What follows belongs to an exercise in optimizing a design on an open flow for small area and a short achievable clock period; a production flow would make more cautious choices.
Function was checked by simulation only, so behaviour that the tests miss may differ from the original.
Power is estimated from default activity; no workload was simulated.

File: flow/config.mk
export PLATFORM = sky130hd
export DESIGN_NAME = simple_cpu_top
export DESIGN_NICKNAME = simple_cpu_top
export VERILOG_FILES = /design/flow/design.v
export SDC_FILE = /design/flow/constraint.sdc
export NUM_CORES = 4
export LEC_CHECK = 0
export CAP_MARGIN = 20
export CORE_MARGIN = 2
export CORE_UTILIZATION = 40
export SLEW_MARGIN = 20
File: flow/constraint.sdc
create_clock -name core_clock -period 34.0 [get_ports {clk}]
set_input_delay 6.8000 -clock core_clock [delete_from_list [all_inputs] [get_ports {clk}]]
set_output_delay 6.8000 -clock core_clock [all_outputs]
set_load 0.01 [all_outputs]
File: flow/design.v
module controller
(
	input  [7:0] opcode,
	output jump,
	output is_alu,
	output [1:0] kind,
	output rd_dmem,
	output wr_dmem,
	output mem_op
);
	wire hi0 = (opcode[7:3] == 5'd0);
	assign rd_dmem = hi0 & (opcode[2:0] == 3'd0);
	assign wr_dmem = hi0 & (opcode[2:0] == 3'd1);
	assign jump    = hi0 & (opcode[2:0] == 3'd2);
	assign mem_op  = hi0 & (opcode[2:1] == 2'd0);
	assign is_alu  = hi0 & (opcode[2:0] >= 3'd3) & (opcode[2:0] <= 3'd6);
	assign kind    = opcode[1:0];
endmodule
module data_memory_control
(
	input  mem_op,
	input  [7:0] d,
	output [7:0] dm_abus
);
	assign dm_abus = mem_op ? d : 8'h00;
endmodule
module instruction_control
(
	input  clk,
	input  reset,
	output im_abus_valid,
	output [7:0] im_abus_data,
	input  jump,
	input  [7:0] d
);
	reg [7:0] PC;
	always @ (posedge clk or posedge reset)
	begin
		if (reset)
			PC <= 8'hFF;
		else if (jump)
			PC <= d;
		else
			PC <= PC + 1'b1;
	end
	assign im_abus_valid = 1'b1;
	assign im_abus_data = PC;
endmodule
module alu
(
	input  [1:0] kind,
	input  [7:0] A,
	input  [7:0] B,
	output [7:0] Y
);
	wire is_div = kind[1] & ~kind[0];
	wire is_mul = ~kind[1] & kind[0];
	wire is_add = kind[1] & kind[0];
	wire use_sub = ~kind[0];            
	wire [7:0] nbd = {8{is_div}} & ~B;    
	wire [7:0] am  = {8{is_mul}} & A;     
	wire [8:1] bz;
	assign bz[8] = 1'b1;
	genvar w, j;
	generate
		for (w = 7; w >= 1; w = w - 1) begin : g_bz
			assign bz[w] = bz[w+1] & ~B[w];
		end
	endgenerate
	wire [7:0] x [0:8];
	wire [7:0] q;
	assign x[8] = 8'h00;
	generate
		for (w = 1; w <= 7; w = w + 1) begin : g_stage
			localparam integer I = 8 - w;
			wire [w:0] c;
			wire [w-1:0] s, y;
			wire [7:0] xin;
			if (I < 7) begin : g_hi
				assign xin[7:I+1] = x[I+1][7:I+1];
			end
			assign xin[I] = A[I] & ~is_mul;
			if (I > 0) begin : g_lo
				assign xin[I-1:0] = 8'h00;
			end
			assign c[0] = is_div;
			for (j = 0; j < w; j = j + 1) begin : g_bit
				assign y[j] = nbd[j] | (am[j] & B[I]);
				assign s[j] = xin[I+j] ^ y[j] ^ c[j];
				assign c[j+1] = (xin[I+j] & y[j]) | (xin[I+j] & c[j]) | (y[j] & c[j]);
			end
			assign q[I] = c[w] & bz[w] ;
			wire sel = is_mul | (is_div & q[I]);
			wire [7:0] xo;
			assign xo[7:I] = sel ? s : xin[7:I];
			if (I > 0) begin : g_lo2
				assign xo[I-1:0] = 8'h00;
			end
			assign x[I] = xo;
		end
	endgenerate
	wire [8:0] c0;
	wire [7:0] s0, y0, x0;
	assign x0[7:1] = x[1][7:1];
	assign x0[0] = A[0] & ~is_mul;
	assign c0[0] = use_sub;
	generate
		for (j = 0; j < 8; j = j + 1) begin : g_s0
			assign y0[j] = use_sub ? ~B[j] : (is_add ? B[j] : (A[j] & B[0]));
			assign s0[j] = x0[j] ^ y0[j] ^ c0[j];
			assign c0[j+1] = (x0[j] & y0[j]) | (x0[j] & c0[j]) | (y0[j] & c0[j]);
		end
	endgenerate
	assign q[0] = c0[8];
	assign Y = is_div ? q : s0;
endmodule
module operation_module
(
	input  clk,
	input  reset,
	input  [7:0] d,
	input  is_alu,
	input  [1:0] kind,
	input  rd_dmem,
	input  wr_dmem,
	input  [7:0] dm_in_dbus,
	output [7:0] dm_out_dbus
);
	reg        L;         
	reg  [7:0] AC;
	reg  [7:0] op_a;      
	reg  [7:0] op_b;
	reg  [1:0] op_k;
	wire [7:0] R;
	alu alu_inst
	(
		.kind(op_k),
		.A(op_a),
		.B(op_b),
		.Y(R)
	);
	always @ (posedge clk or posedge reset)
	begin
		if (reset)
		begin
			L    <= 1'b0;
			AC   <= 8'h00;
			op_a <= 8'h00;
			op_b <= 8'h00;
			op_k <= 2'b00;
		end
		else
		begin
			L    <= rd_dmem;
			AC   <= L ? dm_in_dbus : R;
			op_a <= is_alu ? AC : R;
			op_b <= is_alu ? d : 8'h00;
			op_k <= is_alu ? kind : 2'b00;
		end
	end
	assign dm_out_dbus = wr_dmem ? AC : 8'h00;
endmodule
module simple_cpu_top
(
	input  clk,
	input  reset,
	output im_abus_valid,
	output [ 7:0] im_abus_data,
	input  [15:0] im_dbus,
	output rd_mem,
	output wr_mem,
	output [7:0] dm_abus,
	input  [7:0] dm_in_dbus,
	output [7:0] dm_out_dbus
);
	wire [7:0] d  = im_dbus[7:0];
	wire jump, is_alu, mem_op;
	wire [1:0] kind;
	controller controller_inst
	(
		.opcode(im_dbus[15:8]),
		.jump(jump),
		.is_alu(is_alu),
		.kind(kind),
		.rd_dmem(rd_mem),
		.wr_dmem(wr_mem),
		.mem_op(mem_op)
	);
	instruction_control instruction_control_inst
	(
		.clk(clk),
		.reset(reset),
		.im_abus_valid(im_abus_valid),
		.im_abus_data(im_abus_data),
		.jump(jump),
		.d(d)
	);
	data_memory_control data_memory_control_inst
	(
		.mem_op(mem_op),
		.d(d),
		.dm_abus(dm_abus)
	);
	operation_module operation_module_inst
	(
		.clk(clk),
		.reset(reset),
		.d(d),
		.is_alu(is_alu),
		.kind(kind),
		.rd_dmem(rd_mem),
		.wr_dmem(wr_mem),
		.dm_in_dbus(dm_in_dbus),
		.dm_out_dbus(dm_out_dbus)
	);
endmodule
File: flow/flow/run.sh
#!/bin/bash
# Standard ORFS layout, with plain buf_1 cells as the port buffers.
set -euo pipefail
bash standard.sh BUFFER_PORTS_ARGS="-buffer_cell sky130_fd_sc_hd__buf_1" finish > make_finish.log 2>&1
File: flow/standard.sh
#!/bin/bash
# synth_recipe.tcl (not shown) runs the flow's synth.tcl, then flattens the netlist and writes it again
# the make line also repeats each setting of config.mk as NAME=value (left out here)
make -C /OpenROAD-flow-scripts/flow DESIGN_CONFIG=/design/flow/config.mk WORK_HOME=/design/flow/orfs CLKGATE_MAP_FILE= SYNTH_SCRIPT=/design/flow/synth_recipe.tcl "${@:-finish}"
==> flow_metrics.env, run 1 <==
export IMPL_setup_viol=0
export IMPL_portBuffers=51
export IMPL_final_nets=474
export IMPL_synth_compound_area_frac=0.165
export IMPL_place_congestion=0.894
export IMPL_synth_cell_types=56
export IMPL_vias=2948
export IMPL_dr_pass1_iters=5
export IMPL_cts_resized=0
export IMPL_tns_ps=0
export IMPL_n_fill_cell=809
export IMPL_p_leak_nw=1.50
export IMPL_drive_above_1_share=0.122
export IMPL_synth_nets=442
export IMPL_vias_per_cell=5.65
export IMPL_dp_hpwl_um=6540
export IMPL_criticalPathCategory="reg -> reg"
export IMPL_yosysSeqAreaShare=0.258
export IMPL_grt_pass1_wl_um=14800
export IMPL_cp_data_arrival_time_ps=18060
export IMPL_fp_dieH_um=96.7
export IMPL_cts_tree="done"
export IMPL_p_per_area_nw_per_um2=51.6
export IMPL_fp_row_count=33
export IMPL_syn_area_sq_um=3440
export IMPL_cts_hold_buf=0
export IMPL_clkTransAtPathRegs_ps=80
export IMPL_cp_max_fo=16
export IMPL_hold_class="reg -> reg"
export IMPL_critPathCaptureType="flip-flop"
export IMPL_synth_edf_count=0
export IMPL_slew_limit_headroom=0.450
export IMPL_synth_top_family_by_area="simple AND/OR/NAND/NOR gates"
export IMPL_crit_top_cell="fa_1"
export IMPL_rsz0062_at_grt="no"
export IMPL_cp_slowest_cell="dfrtp_1"
export IMPL_grtUsageTotal=0.191
export IMPL_numCtsBuffers=5
export IMPL_synthCells=384
export IMPL_postCtsSetupRepairBufs=0
export IMPL_cpPeakStageDelay_ps=730
export IMPL_core_sq_um=8260
export IMPL_worstSetupStartpointType="flip-flop"
export IMPL_dieArea_sq_um=9350
export IMPL_dieWidth_um=96.7
export IMPL_synth_mux_area_frac=0.0736
export IMPL_cp_required_ps=34170
export IMPL_grt_pass1_vias=3006
export IMPL_synth_seq_cells=35
export IMPL_syn_to_final_growth_pct=9.98
export IMPL_drtIter0Drc=212
export IMPL_wirelength_um=8690
export IMPL_antenna_found_initial=0
export IMPL_ant_nets=0
export IMPL_diodes=0
export IMPL_drv_slew=0
export IMPL_utilization=0.458
export IMPL_ys_async_sr_fraction=1.00
export IMPL_max_freq_mhz=55.9
export IMPL_fin_skew_ps=7.65
export IMPL_period_share=0.526
export IMPL_period_minus_slack_ps=17880
export IMPL_worstMarginPinSlew_ps=824
export IMPL_avgSynthCellArea_sq_um=8.95
export IMPL_grt_ovfl_total=0
export IMPL_cts_max_path_buffers=2
export IMPL_hold_violations=0
export IMPL_wl_per_cell_um=16.7
export IMPL_htree_levels=2
export IMPL_drc=0
export IMPL_synthSimpleGateAreaFrac=0.220
export IMPL_timing_hold_ws_ps=499
export IMPL_clock_sink_count=35
export IMPL_drv_cap=0
export IMPL_synthXorXnorAreaFrac=0.0382
export IMPL_yosys_area_share_adder=0.185
export IMPL_ys_warn_count=3
export IMPL_grt_max_degree=36
export IMPL_peakVddDrop_mv=0.0404
export IMPL_initial_utilization=0.416
export IMPL_ioPinCount=53
export IMPL_clk_latency_ps=280
export IMPL_cts_root_buf="clkbuf_8"
export IMPL_status="timing/DRC/antenna clean"
export IMPL_synthFlopType="dfrtp_1"
## metal layers
metal | track usage | vias to the layer above | routed length, um
li1 | - | 1378 | -
met1 | 0.264 | 1408 | 3880
met2 | 0.307 | 142 | 4040
met3 | 0.0340 | 20 | 606
met4 | 0.0585 | 0 | 167
met5 | 0 | - | 0
## sequential cells by signal, summed over array words and instances, names as in the netlist
signal,cells
instruction_control_inst.PC,8
operation_module_inst.AC,8
operation_module_inst.L,1
operation_module_inst.op_a,8
operation_module_inst.op_b,8
operation_module_inst.op_k,2
## final cells by class
type	instances	area [sq um]	area share
multi-input combinational	299	2360	0.625
sequential	35	886	0.234
timing repair buffer	53	206	0.0546
tap	105	131	0.0348
inverter	22	82.6	0.0219
clock buffer	5	68.8	0.0182
clock inverter	3	43.8	0.0116
## cell usage after synthesis, types with 4 or more instances
cell | number | share of area
nand2_1 | 30 | 0.033
a31o_2 | 8 | 0.020
inv_1 | 21 | 0.023
o21ai_0 | 17 | 0.025
nor2_1 | 33 | 0.036
nand2b_1 | 4 | 0.0073
mux2i_1 | 10 | 0.029
fa_1 | 30 | 0.17
nor4_1 | 4 | 0.0073
a21oi_1 | 26 | 0.038
a31oi_1 | 16 | 0.029
clkbuf_1 | 20 | 0.022
buf_2 | 5 | 0.0073
dfrtp_1 | 27 | 0.20
mux2_2 | 11 | 0.036
a211oi_1 | 6 | 0.013
nand3_1 | 7 | 0.010
xnor2_1 | 10 | 0.025
dfstp_2 | 8 | 0.061
xor2_1 | 5 | 0.013
nor3_1 | 5 | 0.0073
and2_1 | 27 | 0.049
and3_1 | 11 | 0.020
## cell usage in the layout (no fill, tap or decap), types with 10 or more instances in the layout
| cell type | instances |
|---|---|
| nand2_1 | 30 |
| buf_1 | 51 |
| and2_1 | 27 |
| mux2i_1 | 10 |
| a21oi_1 | 26 |
| inv_1 | 21 |
| and3_1 | 11 |
| nor2_1 | 33 |
| o21ai_0 | 17 |
| fa_1 | 30 |
| a31oi_1 | 16 |
| mux2_2 | 11 |
| xnor2_1 | 10 |
| dfrtp_1 | 27 |
## where the power goes
group	total (W)	internal (W)	switching, W	leakage, nW
clock network	0.0000373	0.0000218	0.0000155	0.0581
registers	0.0000786	0.0000587	0.0000199	0.424
logic	0.0000790	0.0000346	0.0000443	1.02
## final timing paths
check	start	to	slack, ps	cells after the start
setup reg to reg	operation_module_inst.op_k[0]	operation_module_inst.AC[7]	16120	60
max in group asynchronous	reset	instruction_control_inst.PC[3]	27080	3
min in group asynchronous	reset	operation_module_inst.op_a[6]	6590	3
setup / recovery	operation_module_inst.op_k[0]	operation_module_inst.AC[7]	16120	60
hold / removal	operation_module_inst.AC[0]	operation_module_inst.op_a[0]	500	2
hold reg to reg	operation_module_inst.AC[0]	operation_module_inst.op_a[0]	500	2
## kinds of logic (layout without fill, tap and decap cells)
kind of cell / after synthesis / after routing
adder cells (fa/ha/maj): 33 / 33
flip-flops: 35 / 35
buffers and inverters: 50 / 83
other: 1 / 1
XOR/XNOR: 15 / 15
AND/OR/NAND/NOR: 139 / 139
AO/OA/AOI/OAI: 88 / 88
multiplexers: 23 / 23
## worst max-delay path, delay by kind of cell (launching register included)
kind | cells | cell delay, ps
compound gates | 4 | 1100
simple gates | 17 | 4690
fa+ha+maj | 25 | 9030
flops | 1 | 730
xor+xnor | 3 | 500
buf+inv | 8 | 910
mux | 3 | 800
## through the flow
stage,setup WS (ps),power [W],cells,area (sq um)
3_3_place_gp,16490,0.000156,514,3660
2_1_floorplan,18190,0.000132,384,3440
3_5_place_dp,16240,0.000157,514,3660
6_report,16120,0.000195,522,3780
4_1_cts,16180,0.000196,522,3770
5_1_grt,14750,0.000211,522,3780
==> inputs of run 2 (changes only) <==
==> flow/run.sh (new file) <==
#!/bin/bash
# synth_recipe.tcl (not shown) runs the flow's synth.tcl, then flattens the netlist and writes it again
# the make line also repeats each setting of config.mk as NAME=value (left out here)
make -C /OpenROAD-flow-scripts/flow DESIGN_CONFIG=/design/flow/config.mk WORK_HOME=/design/flow/orfs CLKGATE_MAP_FILE= SYNTH_SCRIPT=/design/flow/synth_recipe.tcl finish
removed: flow/flow/run.sh
removed: flow/standard.sh
==> flow_metrics.env, run 2 <==
export IMPL_synthCells=384
export IMPL_cts_hold_buf=0
export IMPL_clk_latency_ps=290
export IMPL_p_comb_frac=0.448
export IMPL_whs_path_depth=2
export IMPL_synth_nets=442
export IMPL_core_sq_um=8260
export IMPL_slew_limit_headroom=0.418
export IMPL_antenna_found_initial=0
export IMPL_diodes=0
export IMPL_synth_seq_cells=35
export IMPL_timing_rr_end="operation_module_inst.AC[7]"
export IMPL_place_area_sq_um=3980
export IMPL_r2r_start="operation_module_inst.op_k[0]"
export IMPL_postCtsSetupRepairBufs=0
export IMPL_wirelength_um=9050
export IMPL_yosysTopAreaCell="dfrtp_1"
export IMPL_cp_required_ps=34180
export IMPL_drv_slew=0
export IMPL_initial_utilization=0.416
export IMPL_cts_resized=0
export IMPL_wl_per_cell_um=17.3
export IMPL_fin_skew_ps=11.3
export IMPL_holdPathEnd="operation_module_inst.op_a[0]"
export IMPL_ys_async_sr_fraction=1.00
export IMPL_p_per_area_nw_per_um2=47.6
export IMPL_synth_cell_types=56
export IMPL_vias=2937
export IMPL_layout_commonest_cell="clkdlybuf4s50_1"
export IMPL_seq_power_share=0.404
export IMPL_drv_cap=0
export IMPL_dieArea_sq_um=9350
export IMPL_synth_area_leaders="dfrtp_1 20%, fa_1 17%, dfstp_2 6.1%"
export IMPL_n_fill_cell=783
export IMPL_clkTransAtPathRegs_ps=70
export IMPL_rsz0062_at_grt="no"
export IMPL_grt_max_degree=36
export IMPL_peakVddDrop_mv=0.0296
export IMPL_clock_sink_count=35
export IMPL_final_nets=474
export IMPL_hold_class="reg -> reg"
export IMPL_place_congestion=0.882
export IMPL_pre_cts_ws_ps=16150
export IMPL_period_share=0.529
export IMPL_dr_pass1_iters=4
export IMPL_power_frac_clock=0.149
export IMPL_drive_above_1_share=0.118
export IMPL_syn_area_sq_um=3440
export IMPL_worst_slack_ps=16030
export IMPL_cp_data_arrival_time_ps=18140
export IMPL_cp_max_fo=16
export IMPL_fp_dieH_um=96.7
export IMPL_grt_ovfl_total=0
export IMPL_fp_row_count=33
export IMPL_grt_pass1_wl_um=15100
export IMPL_synth_commonest_cells="33 x nor2_1, 30 x fa_1, 30 x nand2_1, 27 x and2_1, 27 x dfrtp_1"
export IMPL_status="timing/DRC/antenna clean"
export IMPL_period_minus_slack_ps=17970
export IMPL_total_power_w=0.000194
export IMPL_grt_pass1_vias=2880
export IMPL_syn_to_final_growth_pct=18.4
export IMPL_vias_per_cell=5.63
export IMPL_yosysSeqAreaShare=0.258
export IMPL_drtIter0Drc=220
export IMPL_cts_max_path_buffers=2
export IMPL_p_sw_w=0.0000788
export IMPL_regToRegSetupSlack_ps=16030
export IMPL_finish_instance_area_sq_um=4070
export IMPL_setup_viol=0
export IMPL_cts_tree="done"
export IMPL_portBuffers=51
export IMPL_worst_hold_startpoint="operation_module_inst.AC[0]"
export IMPL_criticalPathCategory="reg -> reg"
export IMPL_p_int_w=0.000115
export IMPL_cts_root_buf="clkbuf_8"
export IMPL_synthFlopType="dfrtp_1"
export IMPL_hold_violations=0
export IMPL_r2r_cells=61
export IMPL_worstMarginPinSlew_ps=871
export IMPL_crit_top_cell="fa_1"
export IMPL_synth_most_common_cell="nor2_1"
export IMPL_ant_nets=0
export IMPL_numCtsBuffers=5
export IMPL_p_leak_nw=1.61
export IMPL_cp_slowest_cell="nor4_1"
export IMPL_htree_levels=2
export IMPL_max_freq_mhz=55.7
export IMPL_drc=0
export IMPL_dieWidth_um=96.7
export IMPL_yosysTopAreaCellShare=0.197
export IMPL_critPathCaptureType="flip-flop"
export IMPL_ioPinCount=53
export IMPL_sw_frac_of_total=0.406
export IMPL_ys_warn_count=3
export IMPL_dp_hpwl_um=6880
export IMPL_grtUsageTotal=0.197
export IMPL_final_cell_mix="51 x clkdlybuf4s50_1, 33 x nor2_1, 30 x nand2_1, 30 x fa_1"
export IMPL_cpPeakStageDelay_ps=640
export IMPL_tns_ps=0
export IMPL_avgSynthCellArea_sq_um=8.95
export IMPL_synth_edf_count=0
export IMPL_worstSetupStartpointType="flip-flop"
==> run 2: cell counts after synthesis <==
Identical to the previous run, type by type.
==> run 2: metrics by stage <==
stage               instances  hold WS [ps]   util
finish                    522           468  0.493
floorplan                 384           442      -
detailed placement        514           462  0.482
global placement          514           458  0.482
global route              522           501  0.493
CTS                       522           463  0.492
==> run 2: layout make-up <==
class	count	area (sq um)	area share
repair buffers	53	526	0.129
clock buffers	7	76.3	0.0188
flip-flops and latches	35	886	0.218
inverters	22	82.6	0.0203
well taps	105	131	0.0323
multi-input cells	299	2360	0.580
clock inverters	1	7.51	0.00185
==> run 2: cell families after synthesis <==
family	Yosys count	synth area share
xor gates and xnor gates	15	0.0382
other	1	0.00109
AOI/OAI and AO/OA	88	0.165
and+or+nand+nor	139	0.220
buffers and inverters	50	0.0597
muxes	23	0.0736
adders and majority gates	33	0.185
DFF	35	0.258
==> run 2: worst max-delay path: cells and delay by family (launching register included) <==
kind	cells	cell delay, ps
simple gates	19	5770
fa+ha+maj	25	8720
flops	1	610
compound gates	4	930
buf+inv	7	490
xor+xnor	3	540
mux	3	800
==> run 2: power groups by stage <==
stage	clock [W]	sequential (W)	combinational [W]
floorplan	0	0.0000703	0.0000614
global placement	0	0.0000787	0.0000853
detailed placement	0	0.0000783	0.0000864
CTS	0.0000297	0.0000778	0.0000873
global route	0.0000321	0.0000805	0.0000987
finish	0.0000288	0.0000783	0.0000868
==> run 2: how the worst max path moves through the flow <==
stage                                  startpoint                            end  slack (ps)  cells past startpoint
floorplan           operation_module_inst.op_k[0]    operation_module_inst.AC[7]       18190                     66
global placement    operation_module_inst.op_k[0]    operation_module_inst.AC[7]       16520                     60
detailed placement  operation_module_inst.op_k[0]    operation_module_inst.AC[7]       16150                     60
CTS                 operation_module_inst.op_k[0]    operation_module_inst.AC[7]       16130                     60
global route        operation_module_inst.op_k[0]  operation_module_inst.op_a[0]       14870                     62
finish              operation_module_inst.op_k[0]    operation_module_inst.AC[7]       16030                     61
==> run 2: layer usage <==
metal | GRT usage | share of wire
met5 | 0 | 0
met1 | 0.293 | 0.48
met2 | 0.303 | 0.45
met3 | 0.0340 | 0.068
met4 | 0.0423 | 0.011

## re-timing with driven ports
The flow's constraints put no driver on any port. The routed layouts listed below were extracted and timed again, unchanged, in two steps. Step 1, drivers: a clkbuf_16 drives clk and a buf_2 each remaining input, both assumed. Step 2, shift: input delay + t, output delay - t, t = (earliest + latest rising clock arrival at the registers) / 2. This alone moves slack from input paths to output paths. Slacks: ideal / step 1 / step 2; pairs: ideal / step 1.
| run | shift t [ns] | setup slack, ns | worst register clock-pin slew, ns | pins driven straight from the clock port |
|---|---|---|---|---|
| run 1 | 0.306 | 16.117 / 16.117 / 16.117 | 0.08 / 0.08 | 1 |
| run 2 | 0.307 | 16.031 / 16.031 / 16.031 | 0.07 / 0.07 | 1 |
After both steps every run listed still meets setup and hold.
